Source: an optimization exercise on an open RTL-to-GDS flow (aim: small area). Production flows keep margins and buffers that such runs may drop.
Only simulation tests tie the RTL to the original design; equivalence was not proved.

==> flow/design.v (outline; a module is shown in full before it is edited, if it fits) <==
// module sigmul: 976 lines
// module csa_fa: 5 lines
// module csa_ha: 5 lines
// module booth_sel2: 6 lines
// module booth_sel: 5 lines
// module mul_front: 31 lines
// module mul_back: 42 lines
// module add_front: 46 lines
// module add_back: 41 lines
// module add_back_ripple: 50 lines
// module fp_dot4: 49 lines
module fp_dot4 (
    input  wire         clk,
    input  wire         rst,
    input  wire         in_valid,
    input  wire [127:0] a,
    input  wire [127:0] b,
    output wire         out_valid,
    output wire [31:0]  result
);
  // ...
==> flow/run.sh <==
#!/bin/bash
# synth_recipe.tcl (not shown) runs the flow's synth.tcl, then flattens the netlist and writes it again
# the make line also repeats each setting of config.mk as NAME=value (left out here)
make -C /OpenROAD-flow-scripts/flow DESIGN_CONFIG=/design/flow/config.mk WORK_HOME=/design/flow/orfs CLKGATE_MAP_FILE= SYNTH_SCRIPT=/design/flow/synth_recipe.tcl finish
==> flow/config.mk <==
export PLATFORM = sky130hd
export DESIGN_NAME = fp_dot4
export DESIGN_NICKNAME = fp_dot4
export VERILOG_FILES = /design/flow/design.v
export SDC_FILE = /design/flow/constraint.sdc
export NUM_CORES = 4
export LEC_CHECK = 0
export CAP_MARGIN = 20
export CORE_MARGIN = 2
export CORE_UTILIZATION = 68
export PLACE_DENSITY = 0.78
export SLEW_MARGIN = 20
export SYNTH_HIERARCHICAL = 1
export SYNTH_MINIMUM_KEEP_SIZE = 0
==> flow/constraint.sdc <==
create_clock -name core_clock -period 11.0 [get_ports {clk}]
set_input_delay 2.2000 -clock core_clock [delete_from_list [all_inputs] [get_ports {clk}]]
set_output_delay 2.2000 -clock core_clock [all_outputs]
set_load 0.01 [all_outputs]
==> flow_summary.html, run 1 <==
<table>
<tr><th>Metric</th><th>Value</th></tr>
<tr><th colspan="2">Outcome</th></tr>
<tr><td>Status</td><td>finished clean</td></tr>
<tr><th colspan="2">Critical path</th></tr>
<tr><td>Logic depth of the worst path, buffers included</td><td>48</td></tr>
<tr><td>Capturing instance or port of the critical path</td><td>sum23_r[12]$_DFF_P_</td></tr>
<tr><td>Beginning of the worst register-to-register path</td><td>st23_r[35]$_DFF_P_</td></tr>
<tr><td>Register-to-Register Path Depth</td><td>48</td></tr>
<tr><td>Cell at the slowest stage of the critical path</td><td>sky130_fd_sc_hd__nor4_2</td></tr>
<tr><td>Crit. Startpoint</td><td>st23_r[35]$_DFF_P_</td></tr>
<tr><th colspan="2">CTS</th></tr>
<tr><td>Max H-tree Level</td><td>2</td></tr>
<tr><td>Clk root buf</td><td>sky130_fd_sc_hd__clkbuf_16</td></tr>
<tr><th colspan="2">Final layout</th></tr>
<tr><td>Number of nets in the layout</td><td>14269</td></tr>
<tr><td>FFs &amp; Latches</td><td>478</td></tr>
<tr><td>Share of layout cells above drive strength 1</td><td>9.36%</td></tr>
<tr><td>Area growth from synthesis to layout</td><td>9.25%</td></tr>
<tr><th colspan="2">STA</th></tr>
<tr><td>Final hold slack</td><td>0.453 ns</td></tr>
<tr><td># setup viols final</td><td>0</td></tr>
<tr><td>Final period demand of the worst path</td><td>10.58 ns</td></tr>
<tr><td>Max-slew headroom</td><td>13.3%</td></tr>
<tr><th colspan="2">Floorplanning</th></tr>
<tr><td>Starting Density</td><td>68.3%</td></tr>
<tr><td>Total die area</td><td>156000 sq um</td></tr>
<tr><th colspan="2">GRT</th></tr>
<tr><td>GRT Residual Overflow</td><td>0</td></tr>
<tr><td>Vias in the first global route</td><td>100571</td></tr>
<tr><th colspan="2">Synthesis</th></tr>
<tr><td>Number of synthesized register bits</td><td>478</td></tr>
<tr><th colspan="2">Placed design</th></tr>
<tr><td>Cell Count Post-Placement</td><td>14132</td></tr>
<tr><th colspan="2">Worst hold path</th></tr>
<tr><td>Worst hold path stage count</td><td>1</td></tr>
<tr><td>Min-delay worst type</td><td>reg -&gt; reg</td></tr>
<tr><th colspan="2">Detailed routing</th></tr>
<tr><td>Number of iterations in the first detailed-routing pass</td><td>9</td></tr>
<tr><td>Total wirelength of the detailed-routed design</td><td>360 mm</td></tr>
<tr><td>Post-detailed-route count of antenna-violating nets</td><td>0</td></tr>
<tr><td>WL per Instance</td><td>25.3 microns</td></tr>
</table>
==> module add_front, before the edit <==
module add_front (A, B, St);
   input  [31:0] A, B;
   output [38:0] St;    
   function [33:0] to_flopoco;
      input [31:0] w;
      reg expZero, expInfty, fracZero, sub;
      begin
         expZero  = (w[30:23] == 8'h00);
         expInfty = (w[30:23] == 8'hff);
         fracZero = (w[22:0] == 23'd0);
         sub = w[22];
         to_flopoco[31:23] = w[31:23];
         to_flopoco[22:0]  = (expZero & sub) ? {w[21:0], 1'b0} : w[22:0];
         to_flopoco[33:32] = (expZero & ~sub) ? 2'b00 :
                             (expInfty & fracZero) ? 2'b10 :
                             (expInfty & ~fracZero) ? 2'b11 : 2'b01;
      end
   endfunction
   wire [33:0] X = to_flopoco(A);
   wire [33:0] Y = to_flopoco(B);
   wire swap = ({X[33:32], X[30:0]} < {Y[33:32], Y[30:0]});
   wire [33:0] newX = swap ? Y : X;
   wire [33:0] newY = swap ? X : Y;
   wire [1:0] excX = newX[33:32];
   wire [1:0] excY = newY[33:32];
   wire signX = newX[31];
   wire signY = newY[31];
   wire diffSigns = signX ^ signY;
   wire [5:0] sXsYExnXY = {signX, signY, excX, excY};
   wire [1:0] excRt = (sXsYExnXY == 6'b000000 || sXsYExnXY == 6'b010000 || sXsYExnXY == 6'b100000 || sXsYExnXY == 6'b110000) ? 2'b00 :
                      (sXsYExnXY == 6'b000101 || sXsYExnXY == 6'b010101 || sXsYExnXY == 6'b100101 || sXsYExnXY == 6'b110101 || sXsYExnXY == 6'b000100 || sXsYExnXY == 6'b010100 || sXsYExnXY == 6'b100100 || sXsYExnXY == 6'b110100 || sXsYExnXY == 6'b000001 || sXsYExnXY == 6'b010001 || sXsYExnXY == 6'b100001 || sXsYExnXY == 6'b110001) ? 2'b01 :
                      (sXsYExnXY == 6'b111010 || sXsYExnXY == 6'b001010 || sXsYExnXY == 6'b001000 || sXsYExnXY == 6'b011000 || sXsYExnXY == 6'b101000 || sXsYExnXY == 6'b111000 || sXsYExnXY == 6'b000010 || sXsYExnXY == 6'b010010 || sXsYExnXY == 6'b100010 || sXsYExnXY == 6'b110010 || sXsYExnXY == 6'b001001 || sXsYExnXY == 6'b011001 || sXsYExnXY == 6'b101001 || sXsYExnXY == 6'b111001 || sXsYExnXY == 6'b000110 || sXsYExnXY == 6'b010110 || sXsYExnXY == 6'b100110 || sXsYExnXY == 6'b110110) ? 2'b10 :
                      2'b11;
   wire signR = (sXsYExnXY == 6'b100000 | sXsYExnXY == 6'b010000) ? 1'b0 : signX;
   wire [8:0] eXmeY = {1'b0, X[30:23]} - {1'b0, Y[30:23]};
   wire [8:0] eYmeX = {1'b0, Y[30:23]} - {1'b0, X[30:23]};
   wire [8:0] expDiff = swap ? eYmeX : eXmeY;
   wire [4:0] shiftVal = (expDiff >= 25) ? 5'd26 : expDiff[4:0];
   wire [23:0] fracY = (excY == 2'b00) ? 24'd0 : {1'b1, newY[22:0]};
   wire [25:0] fracYshift = {fracY, 2'b00} >> shiftVal;
   wire [23:0] stickyMask = ~(24'hffffff << ((shiftVal > 5'd2) ? (shiftVal - 5'd2) : 5'd0));
   wire sticky = |(fracY & stickyMask);
   wire [26:0] fracX = {2'b01, newX[22:0], 2'b00};
   wire [27:0] Tc = {fracX, 1'b1} + {({1'b0, fracYshift} ^ {27{diffSigns}}), diffSigns & ~sticky};
   assign St = {Tc[27:1], sticky, newX[30:23], signR, excRt};
endmodule
==> module add_back, before the edit <==
module add_back (St, result);
   input  [38:0] St;
   output [31:0] result;
   wire [27:0] G = St[38:11];
   wire [7:0] expX = St[10:3];
   wire signR = St[2];
   wire [1:0] excRt = St[1:0];
   wire count4 = (G[27:12] == 16'd0);
   wire [27:0] level4 = count4 ? {G[11:0], 16'd0} : G;
   wire count3 = (level4[27:20] == 8'd0);
   wire [27:0] level3 = count3 ? {level4[19:0], 8'd0} : level4;
   wire count2 = (level3[27:24] == 4'd0);
   wire [27:0] level2 = count2 ? {level3[23:0], 4'd0} : level3;
   wire count1 = (level2[27:26] == 2'd0);
   wire [27:0] level1 = count1 ? {level2[25:0], 2'd0} : level2;
   wire count0 = ~level1[27];
   wire [27:0] O = count0 ? {level1[26:0], 1'b0} : level1;
   wire [4:0] nZeros = {count4, count3, count2, count1, count0};
   wire [9:0] updatedExp = {2'b00, expX} + 10'd1 - {5'b00000, nZeros};
   wire zero = (nZeros == 5'b11111);
   wire stk = O[1] | O[0];
   wire rnd = O[2];
   wire grd = O[3];
   wire lsb = O[4];
   wire addToRoundBit = (~lsb & grd & ~rnd & ~stk) ? 1'b0 : 1'b1;
   wire [33:0] Rounded = {updatedExp, O[26:3]} + {33'd0, addToRoundBit};
   wire [3:0] exExpExc = {Rounded[33:32], excRt};
   wire [1:0] excRt2 = (exExpExc == 4'b0000 || exExpExc == 4'b0100 || exExpExc == 4'b1000 || exExpExc == 4'b1100 || exExpExc == 4'b1001 || exExpExc == 4'b1101) ? 2'b00 :
                       (exExpExc == 4'b0001) ? 2'b01 :
                       (exExpExc == 4'b0010 || exExpExc == 4'b0110 || exExpExc == 4'b0101) ? 2'b10 :
                       2'b11;
   wire [1:0] exnX = zero ? 2'b00 : excRt2;
   wire [7:0] expR = Rounded[31:24];
   wire [22:0] fracR = Rounded[23:1];
   assign result[31] = (exnX == 2'b11) ? 1'b0 : signR;
   assign result[30:23] = (exnX == 2'b00) ? 8'h00 : (exnX == 2'b01) ? expR : 8'hff;
   assign result[22:0] = (exnX == 2'b00) ? 23'd0 :
                         ((expR == 8'h00) & exnX == 2'b01) ? {1'b1, fracR[22:1]} :
                         (exnX == 2'b01) ? fracR :
                         {22'd0, exnX[0]};
endmodule
==> run 2, diff against run 1 <==
--- a/flow/design.v
+++ b/flow/design.v
@@ -1110,6 +1110,12 @@
    wire [25:0] fracYshift = {fracY, 2'b00} >> shiftVal;
-   wire [23:0] stickyMask = ~(24'hffffff << ((shiftVal > 5'd2) ? (shiftVal - 5'd2) : 5'd0));
-   wire sticky = |(fracY & stickyMask);
+   reg [4:0] tz;
+   integer k;
+   always @* begin
+      tz = 5'd24;
+      for (k = 23; k >= 0; k = k - 1) if (fracY[k]) tz = k[4:0];
+   end
+   wire sticky = ({1'b0, shiftVal} > {1'b0, tz} + 6'd2);
    wire [26:0] fracX = {2'b01, newX[22:0], 2'b00};
-   wire [27:0] Tc = {fracX, 1'b1} + {({1'b0, fracYshift} ^ {27{diffSigns}}), diffSigns & ~sticky};
+   wire [27:0] Tc;
+   bk_add28 tadd (.a({fracX, 1'b1}), .b({({1'b0, fracYshift} ^ {27{diffSigns}}), diffSigns & ~sticky}), .s(Tc));
    assign St = {Tc[27:1], sticky, newX[30:23], signR, excRt};
@@ -1141,3 +1147,4 @@
    wire addToRoundBit = (~lsb & grd & ~rnd & ~stk) ? 1'b0 : 1'b1;
-   wire [33:0] Rounded = {updatedExp, O[26:3]} + {33'd0, addToRoundBit};
+   wire [33:0] Rounded;
+   bk_inc34 rinc (.a({updatedExp, O[26:3]}), .cin(addToRoundBit), .s(Rounded));
    wire [3:0] exExpExc = {Rounded[33:32], excRt};
@@ -1207,2 +1214,171 @@
 endmodule
+module bk_add28 (a, b, s);
+   input [27:0] a, b;
+   output [27:0] s;
+   wire [27:0] g = a & b;
+   wire [27:0] p = a ^ b;
+   wire G1 = g[1] | (p[1] & g[0]);
+   wire P1 = p[1] & p[0];
+   wire G2 = g[3] | (p[3] & g[2]);
+   wire P2 = p[3] & p[2];
+   wire G3 = g[5] | (p[5] & g[4]);
+   wire P3 = p[5] & p[4];
+   wire G4 = g[7] | (p[7] & g[6]);
+   wire P4 = p[7] & p[6];
+   wire G5 = g[9] | (p[9] & g[8]);
+   wire P5 = p[9] & p[8];
+   wire G6 = g[11] | (p[11] & g[10]);
+   wire P6 = p[11] & p[10];
+   wire G7 = g[13] | (p[13] & g[12]);
+   wire P7 = p[13] & p[12];
+   wire G8 = g[15] | (p[15] & g[14]);
+   wire P8 = p[15] & p[14];
+   wire G9 = g[17] | (p[17] & g[16]);
+   wire P9 = p[17] & p[16];
+   wire G10 = g[19] | (p[19] & g[18]);
+   wire P10 = p[19] & p[18];
+   wire G11 = g[21] | (p[21] & g[20]);
+   wire P11 = p[21] & p[20];
+   wire G12 = g[23] | (p[23] & g[22]);
+   wire P12 = p[23] & p[22];
+   wire G13 = g[25] | (p[25] & g[24]);
+   wire P13 = p[25] & p[24];
+   wire G14 = g[27] | (p[27] & g[26]);
+   wire P14 = p[27] & p[26];
+   wire G15 = G2 | (P2 & G1);
+   wire P15 = P2 & P1;
+   wire G16 = G4 | (P4 & G3);
+   wire P16 = P4 & P3;
+   wire G17 = G6 | (P6 & G5);
+   wire P17 = P6 & P5;
+   wire G18 = G8 | (P8 & G7);
+   wire P18 = P8 & P7;
+   wire G19 = G10 | (P10 & G9);
+   wire P19 = P10 & P9;
+   wire G20 = G12 | (P12 & G11);
+   wire P20 = P12 & P11;
+   wire G21 = G14 | (P14 & G13);
+   wire P21 = P14 & P13;
+   wire G22 = G16 | (P16 & G15);
+   wire P22 = P16 & P15;
+   wire G23 = G18 | (P18 & G17);
+   wire P23 = P18 & P17;
+   wire G24 = G20 | (P20 & G19);
+   wire P24 = P20 & P19;
+   wire G25 = G23 | (P23 & G22);
+   wire P25 = P23 & P22;
+   wire G26 = G24 | (P24 & G25);
+   wire P26 = P24 & P25;
+   wire G27 = G17 | (P17 & G22);
+   wire P27 = P17 & P22;
+   wire G28 = G19 | (P19 & G25);
+   wire P28 = P19 & P25;
+   wire G29 = G21 | (P21 & G26);
+   wire P29 = P21 & P26;
+   wire G30 = G3 | (P3 & G15);
+   wire P30 = P3 & P15;
+   wire G31 = G5 | (P5 & G22);
+   wire P31 = P5 & P22;
+   wire G32 = G7 | (P7 & G27);
+   wire P32 = P7 & P27;
+   wire G33 = G9 | (P9 & G25);
+   wire P33 = P9 & P25;
+   wire G34 = G11 | (P11 & G28);
+   wire P34 = P11 & P28;
+   wire G35 = G13 | (P13 & G26);
+   wire P35 = P13 & P26;
+   wire G36 = g[2] | (p[2] & G1);
+   wire P36 = p[2] & P1;
+   wire G37 = g[4] | (p[4] & G15);
+   wire P37 = p[4] & P15;
+   wire G38 = g[6] | (p[6] & G30);
+   wire P38 = p[6] & P30;
+   wire G39 = g[8] | (p[8] & G22);
+   wire P39 = p[8] & P22;
+   wire G40 = g[10] | (p[10] & G31);
+   wire P40 = p[10] & P31;
+   wire G41 = g[12] | (p[12] & G27);
+   wire P41 = p[12] & P27;
+   wire G42 = g[14] | (p[14] & G32);
+   wire P42 = p[14] & P32;
+   wire G43 = g[16] | (p[16] & G25);
+   wire P43 = p[16] & P25;
+   wire G44 = g[18] | (p[18] & G33);
+   wire P44 = p[18] & P33;
+   wire G45 = g[20] | (p[20] & G28);
+   wire P45 = p[20] & P28;
+   wire G46 = g[22] | (p[22] & G34);
+   wire P46 = p[22] & P34;
+   wire G47 = g[24] | (p[24] & G26);
+   wire P47 = p[24] & P26;
+   wire G48 = g[26] | (p[26] & G35);
+   wire P48 = p[26] & P35;
+   assign s = p ^ {G48, G35, G47, G26, G46, G34, G45, G28, G44, G33, G43, G25, G42, G32, G41, G27, G40, G31, G39, G22, G38, G30, G37, G15, G36, G1, g[0], 1'b0};
+endmodule
+module bk_inc34 (a, cin, s);
+   input [33:0] a;
+   input cin;
+   output [33:0] s;
+   wire P1 = a[1] & a[0];
+   wire P2 = a[3] & a[2];
+   wire P3 = a[5] & a[4];
+   wire P4 = a[7] & a[6];
+   wire P5 = a[9] & a[8];
+   wire P6 = a[11] & a[10];
+   wire P7 = a[13] & a[12];
+   wire P8 = a[15] & a[14];
+   wire P9 = a[17] & a[16];
+   wire P10 = a[19] & a[18];
+   wire P11 = a[21] & a[20];
+   wire P12 = a[23] & a[22];
+   wire P13 = a[25] & a[24];
+   wire P14 = a[27] & a[26];
+   wire P15 = a[29] & a[28];
+   wire P16 = a[31] & a[30];
+   wire P17 = a[33] & a[32];
+   wire P18 = P2 & P1;
+   wire P19 = P4 & P3;
+   wire P20 = P6 & P5;
+   wire P21 = P8 & P7;
+   wire P22 = P10 & P9;
+   wire P23 = P12 & P11;
+   wire P24 = P14 & P13;
+   wire P25 = P16 & P15;
+   wire P26 = P19 & P18;
+   wire P27 = P21 & P20;
+   wire P28 = P23 & P22;
+   wire P29 = P25 & P24;
+   wire P30 = P27 & P26;
+   wire P31 = P29 & P28;
+   wire P32 = P31 & P30;
+   wire P33 = P28 & P30;
+   wire P34 = P20 & P26;
+   wire P35 = P22 & P30;
+   wire P36 = P24 & P33;
+   wire P37 = P3 & P18;
+   wire P38 = P5 & P26;
+   wire P39 = P7 & P34;
+   wire P40 = P9 & P30;
+   wire P41 = P11 & P35;
+   wire P42 = P13 & P33;
+   wire P43 = P15 & P36;
+   wire P44 = P17 & P32;
+   wire P45 = a[2] & P1;
+   wire P46 = a[4] & P18;
+   wire P47 = a[6] & P37;
+   wire P48 = a[8] & P26;
+   wire P49 = a[10] & P38;
+   wire P50 = a[12] & P34;
+   wire P51 = a[14] & P39;
+   wire P52 = a[16] & P30;
+   wire P53 = a[18] & P40;
+   wire P54 = a[20] & P35;
+   wire P55 = a[22] & P41;
+   wire P56 = a[24] & P33;
+   wire P57 = a[26] & P42;
+   wire P58 = a[28] & P36;
+   wire P59 = a[30] & P43;
+   wire P60 = a[32] & P32;
+   assign s = a ^ ({P60, P32, P59, P43, P58, P36, P57, P42, P56, P33, P55, P41, P54, P35, P53, P40, P52, P30, P51, P39, P50, P34, P49, P38, P48, P26, P47, P37, P46, P18, P45, P1, a[0], 1'b1} & {34{cin}});
+endmodule
 module fp_dot4 (
==> run 2 against run 1 <==
  * Still clean on timing, DRC and antenna
  * Via count is 4.3% lower
  * Sequential share of layout area rose by 0.11 points
  * Utilization grew 0.31 points
  * Die area fell by 1.7%
  * Final area is 1.2% lower
  * Register-to-register slack improved by 0.07 ns
  * Global-route usage is 0.32 points lower
  * Maximum frequency up 0.63%
==> flow_summary.html, run 2 <==
<table>
<tr><th>Metric</th><th>Value</th></tr>
<tr><th colspan="2">Outcome</th></tr>
<tr><td>Status</td><td>finished clean</td></tr>
<tr><th colspan="2">STA</th></tr>
<tr><td>Final period demand of the worst path</td><td>10.51 ns (-0.0665 ns)</td></tr>
<tr><td># setup viols final</td><td>0 (unchanged)</td></tr>
<tr><td>Number of max-slew violations in the final report</td><td>0</td></tr>
<tr><td>Achievable clock frequency</td><td>95.1 MHz</td></tr>
<tr><td>Tightest Pin Transition</td><td>1.10 ns</td></tr>
<tr><td>Number of failing hold endpoints at the final stage</td><td>0</td></tr>
<tr><td>Fin Clk Skew</td><td>0.0397 ns</td></tr>
<tr><td>RSZ-0062 raised after global routing</td><td>false</td></tr>
<tr><td>Max-slew headroom</td><td>26.0% (+13 points)</td></tr>
<tr><td>Post-route clock period utilization</td><td>95.6%</td></tr>
<tr><td>Final total negative setup slack</td><td>0 ns</td></tr>
<tr><td>Final hold slack</td><td>0.436 ns (-0.0164 ns)</td></tr>
<tr><th colspan="2">Synthesis</th></tr>
<tr><td>Number of synthesized register bits</td><td>478 (unchanged)</td></tr>
<tr><td>Post-synth top area share</td><td>21.8%</td></tr>
<tr><td>Syn Std Cell Area</td><td>102000 sq um</td></tr>
<tr><td>Most instantiated cells after synthesis</td><td>sky130_fd_sc_hd__xnor2_1 (1469), sky130_fd_sc_hd__a22oi_1 (1177), sky130_fd_sc_hd__fa_1 (1111), sky130_fd_sc_hd__ha_1 (792), sky130_fd_sc_hd__inv_1 (605)</td></tr>
<tr><td>Total number of yosys warnings</td><td>9</td></tr>
<tr><td>Async set-or-reset flop fraction in the synthesized netlist</td><td>0%</td></tr>
<tr><td>Top cells by area in the synthesized netlist</td><td>sky130_fd_sc_hd__fa_1 (22%), sky130_fd_sc_hd__xnor2_1 (13%), sky130_fd_sc_hd__ha_1 (9.7%)</td></tr>
<tr><td>Post-synth cell types</td><td>118</td></tr>
<tr><td>Register area share after synthesis</td><td>9.39%</td></tr>
<tr><td>Synth area leader</td><td>sky130_fd_sc_hd__fa_1</td></tr>
<tr><td>Mean instance size in the synthesized netlist</td><td>9.23 sq um</td></tr>
<tr><td>Primary flip-flop cell chosen by synthesis mapping</td><td>sky130_fd_sc_hd__dfxtp_1</td></tr>
<tr><td>Count of flip-flops with a built-in enable after synthesis</td><td>0</td></tr>
<tr><td>Cells after Synth</td><td>11036</td></tr>
<tr><td>Most common cell in the netlist</td><td>sky130_fd_sc_hd__xnor2_1</td></tr>
<tr><th colspan="2">Critical path</th></tr>
<tr><td>Register-to-Register Path Depth</td><td>49 (+2.1%)</td></tr>
<tr><td>Maximum net fanout on the critical path</td><td>23</td></tr>
<tr><td>Minimum setup slack among reg-to-reg paths</td><td>0.49 ns</td></tr>
<tr><td>Setup Crit Path Kind</td><td>reg -&gt; reg</td></tr>
<tr><td>Kind of cell with the highest combined delay on the critical path</td><td>adder cells</td></tr>
<tr><td>Capturing element type of the critical path</td><td>flop</td></tr>
<tr><td>Reg2reg end</td><td>sum01_r[1]$_DFF_P_</td></tr>
<tr><td>Crit path DAT</td><td>11.10 ns</td></tr>
<tr><td>Data required time of the worst path</td><td>11.59 ns</td></tr>
<tr><td>Setup crit start kind</td><td>flop</td></tr>
<tr><td>Cell at the slowest stage of the critical path</td><td>sky130_fd_sc_hd__nor4_2</td></tr>
<tr><td>Number of buffers and inverters on the critical path</td><td>2</td></tr>
<tr><td>Delay of the slowest cell on the worst path</td><td>0.71 ns</td></tr>
<tr><td>Beginning of the worst register-to-register path</td><td>st01_r[35]$_DFF_P_</td></tr>
<tr><td>CP dominant cell by count</td><td>sky130_fd_sc_hd__ha_1</td></tr>
<tr><th colspan="2">CTS</th></tr>
<tr><td>Clk root buf</td><td>sky130_fd_sc_hd__clkbuf_16</td></tr>
<tr><td>Total CTS buffers</td><td>52</td></tr>
<tr><td>TritonCTS Sinks</td><td>478</td></tr>
<tr><td>Max clock buf depth</td><td>3</td></tr>
<tr><td>Clk slew on worst S/H paths</td><td>0.07 ns</td></tr>
<tr><td>Later-pin clock latency in the skew report</td><td>0.68 ns</td></tr>
<tr><td>TritonCTS clock tree</td><td>built</td></tr>
<tr><td>Max H-tree Level</td><td>2 (unchanged)</td></tr>
<tr><th colspan="2">Placed design</th></tr>
<tr><td>Count of port buffers added during placement</td><td>291</td></tr>
<tr><td>Last weighted congestion value of the routability-driven placer</td><td>1.03</td></tr>
<tr><td>Half-perimeter wire length after detailed placement</td><td>268 mm</td></tr>
<tr><td>Cell Count Post-Placement</td><td>13594 (-3.8%)</td></tr>
<tr><th colspan="2">Detailed routing</th></tr>
<tr><td>Routed vias</td><td>96198</td></tr>
<tr><td>Total wirelength of the detailed-routed design</td><td>347 mm (-3.6%)</td></tr>
<tr><td>Initial detailed-routing violation count</td><td>11682</td></tr>
<tr><td>Met3 wire length</td><td>39.6 mm</td></tr>
<tr><td>Per-cell via count in the routed design</td><td>7.02</td></tr>
<tr><td>Number of iterations in the first detailed-routing pass</td><td>10 (+1)</td></tr>
<tr><td>Detailed-routed wire length on met2</td><td>156 mm</td></tr>
<tr><td>WL per Instance</td><td>25.3 microns (+0.21%)</td></tr>
<tr><td>Routed length on met1</td><td>126 mm</td></tr>
<tr><td>Max layer used</td><td>met5</td></tr>
<tr><td>Total DRC errors in the routed layout</td><td>0</td></tr>
<tr><td>Post-detailed-route count of antenna-violating nets</td><td>0 (unchanged)</td></tr>
<tr><th colspan="2">GRT</th></tr>
<tr><td>Antenna violations before repair</td><td>13</td></tr>
<tr><td>Maximum number of pins on one net before global-route repair</td><td>39</td></tr>
<tr><td>Global-route wire length before repair</td><td>540 mm</td></tr>
<tr><td>Vias in the first global route</td><td>97149 (-3.4%)</td></tr>
<tr><td>Overall routing resource usage</td><td>44.3%</td></tr>
<tr><td>GRT Residual Overflow</td><td>0 (unchanged)</td></tr>
<tr><th colspan="2">Final layout</th></tr>
<tr><td>Number of nets in the layout</td><td>13877 (-2.7%)</td></tr>
<tr><td>Most common library cell in the layout ignoring fill and taps</td><td>sky130_fd_sc_hd__xnor2_1</td></tr>
<tr><td>Multi-input combinational cell area</td><td>89900 sq um</td></tr>
<tr><td>Fillcell total</td><td>10711</td></tr>
<tr><td>Count of non-filler cells in the finished layout</td><td>13707</td></tr>
<tr><td>Share of layout cells above drive strength 1</td><td>10.1% (+0.74 points)</td></tr>
<tr><td>Number of flip-flops in the largest register</td><td>164</td></tr>
<tr><td>Commonest cells after routing, fill and taps aside</td><td>sky130_fd_sc_hd__xnor2_1 (1469), sky130_fd_sc_hd__a22oi_1 (1177), sky130_fd_sc_hd__fa_1 (1111)</td></tr>
<tr><td>Area used by sequential logic in the layout</td><td>9570 sq um</td></tr>
<tr><td>Register ranked first by flip-flop count</td><td>ms_r</td></tr>
<tr><td>Area growth from synthesis to layout</td><td>9.77%</td></tr>
<tr><td>Largest registers</td><td>ms_r x164, prod_r x128</td></tr>
<tr><th colspan="2">Floorplanning</th></tr>
<tr><td>Starting Density</td><td>68.3% (about the same)</td></tr>
<tr><td>Core footprint</td><td>149000 sq um</td></tr>
<tr><td>Total die area</td><td>153000 sq um (-1.7%)</td></tr>
<tr><td>Die W</td><td>391 microns</td></tr>
<tr><td>Count of standard-cell rows</td><td>142</td></tr>
<tr><td>Die boundary height</td><td>391 microns</td></tr>
<tr><td>Io pins</td><td>292</td></tr>
<tr><th colspan="2">Flow run</th></tr>
<tr><td>Max-capacitance violation count</td><td>0</td></tr>
<tr><th colspan="2">Worst hold path</th></tr>
<tr><td>Capture endpoint of the worst hold path</td><td>sum01_r[31]$_DFF_P_</td></tr>
<tr><td>Startpoint of the most critical hold path</td><td>st01_r[2]$_DFF_P_</td></tr>
<tr><td>Worst hold path stage count</td><td>1 (unchanged)</td></tr>
<tr><td>Min-delay worst type</td><td>reg -&gt; reg</td></tr>
</table>
## run 2: through the flow
step	setup slack, ns	area (sq um)	util [%]
floorplan	0.0413	103000	-
global route	0.0185	112000	74.9
CTS	0.142	112000	74.8
detailed placement	0.0823	110000	73.5
global placement	0.0353	110000	73.5
finish	0.488	112000	74.9
## run 2: cell type report
| class | instances | share of cell area [%] |
|---|---|---|
| clock buffer | 61 | 1.25 |
| clock inverter | 37 | 0.473 |
| tap | 1944 | 2.18 |
| inverter | 632 | 2.12 |
| multi-input combinational | 9908 | 80.4 |
| antenna | 4 | 0.00895 |
| timing repair buffer | 643 | 5.00 |
| sequential | 478 | 8.56 |
## run 2: worst max path at each step
stage          cells after the start                 end  slack (ns)          startpoint
2_1_floorplan                     23   ms_r[106]$_DFF_P_        0.04               b[92]
3_3_place_gp                      27   ms_r[106]$_DFF_P_        0.04               b[87]
3_5_place_dp                      27   ms_r[147]$_DFF_P_        0.08              b[124]
4_1_cts                           50  sum01_r[1]$_DFF_P_        0.14  st01_r[35]$_DFF_P_
5_1_grt                           49  sum01_r[1]$_DFF_P_        0.02  st01_r[35]$_DFF_P_
6_report                          49  sum01_r[1]$_DFF_P_        0.49  st01_r[35]$_DFF_P_
## run 2: per-module statistics from Yosys (local to each module, per instance), a selection
| module | cells inside | copies in the design | area, sq um |
|---|---|---|---|
| booth_sel | 2 | 48 | 21.3 |
| sigmul | 408 | 4 | 2790 |
| csa_fa | 1 | 1056 | 20.0 |
| bk_inc34 | 93 | 1 | 674 |
| csa_ha | 1 | 284 | 12.5 |
| mul_back | 138 | 4 | 888 |
## run 2: routing by layer
layer  GRT usage, %  vias up
met1           54.6    46108
met4           26.5       12
met2           70.5     6730
met5         0.0638        -
met3           10.5     1765
li1               -    41583
## run 2: what timing repair did
item | in CTS | in global routing
endpoints found under the setup margin | 0 | 67
hold buffers | 0 | 0
buffers inserted | 0 | 4
endpoints found under the hold margin | 0 | 0
gates resized for setup | 0 | 5
## run 2: cells by family after synthesis
logic type,Yosys count,synth area share [%]
AO/OA/AOI/OAI,3175,22.4
XOR/XNOR,1626,14.0
adder cells (fa/ha/maj),1903,31.6
buffers and inverters,951,3.85
flip-flops,478,9.39
multiplexers,653,7.16
other,14,0.0516
AND/OR/NAND/NOR,2236,11.6

afterwards: timing with drivers on the ports:
How much do the figures lean on ideal ports? The routed layouts below were timed once more, with nothing changed but the port constraints.
Step 1, drivers: a clkbuf_16 drives clk and a buf_2 each remaining input, both assumed.
Step 2 moves the port delays by t, midway between the first and last clock arrival at a register: inputs arrive t later, outputs are due t later. That takes back most of the time a late clock gives input paths.
a / b / c = ideal ports / drivers / drivers and shift; a / b = the first two.
run	shift t [ns]	setup WS [ns]	worst slew at a driven data input, ns
run 1	0.720	0.421 / 0.421 / -0.192	0.24
run 2	0.744	0.488 / 0.488 / -0.052	0.06
With both steps, setup timing fails in run 1 and run 2, where it was met with ideal ports. For run 1, which loses most, drivers alone change the setup slack by 0.000 ns; drivers and shift together by -0.613 ns.
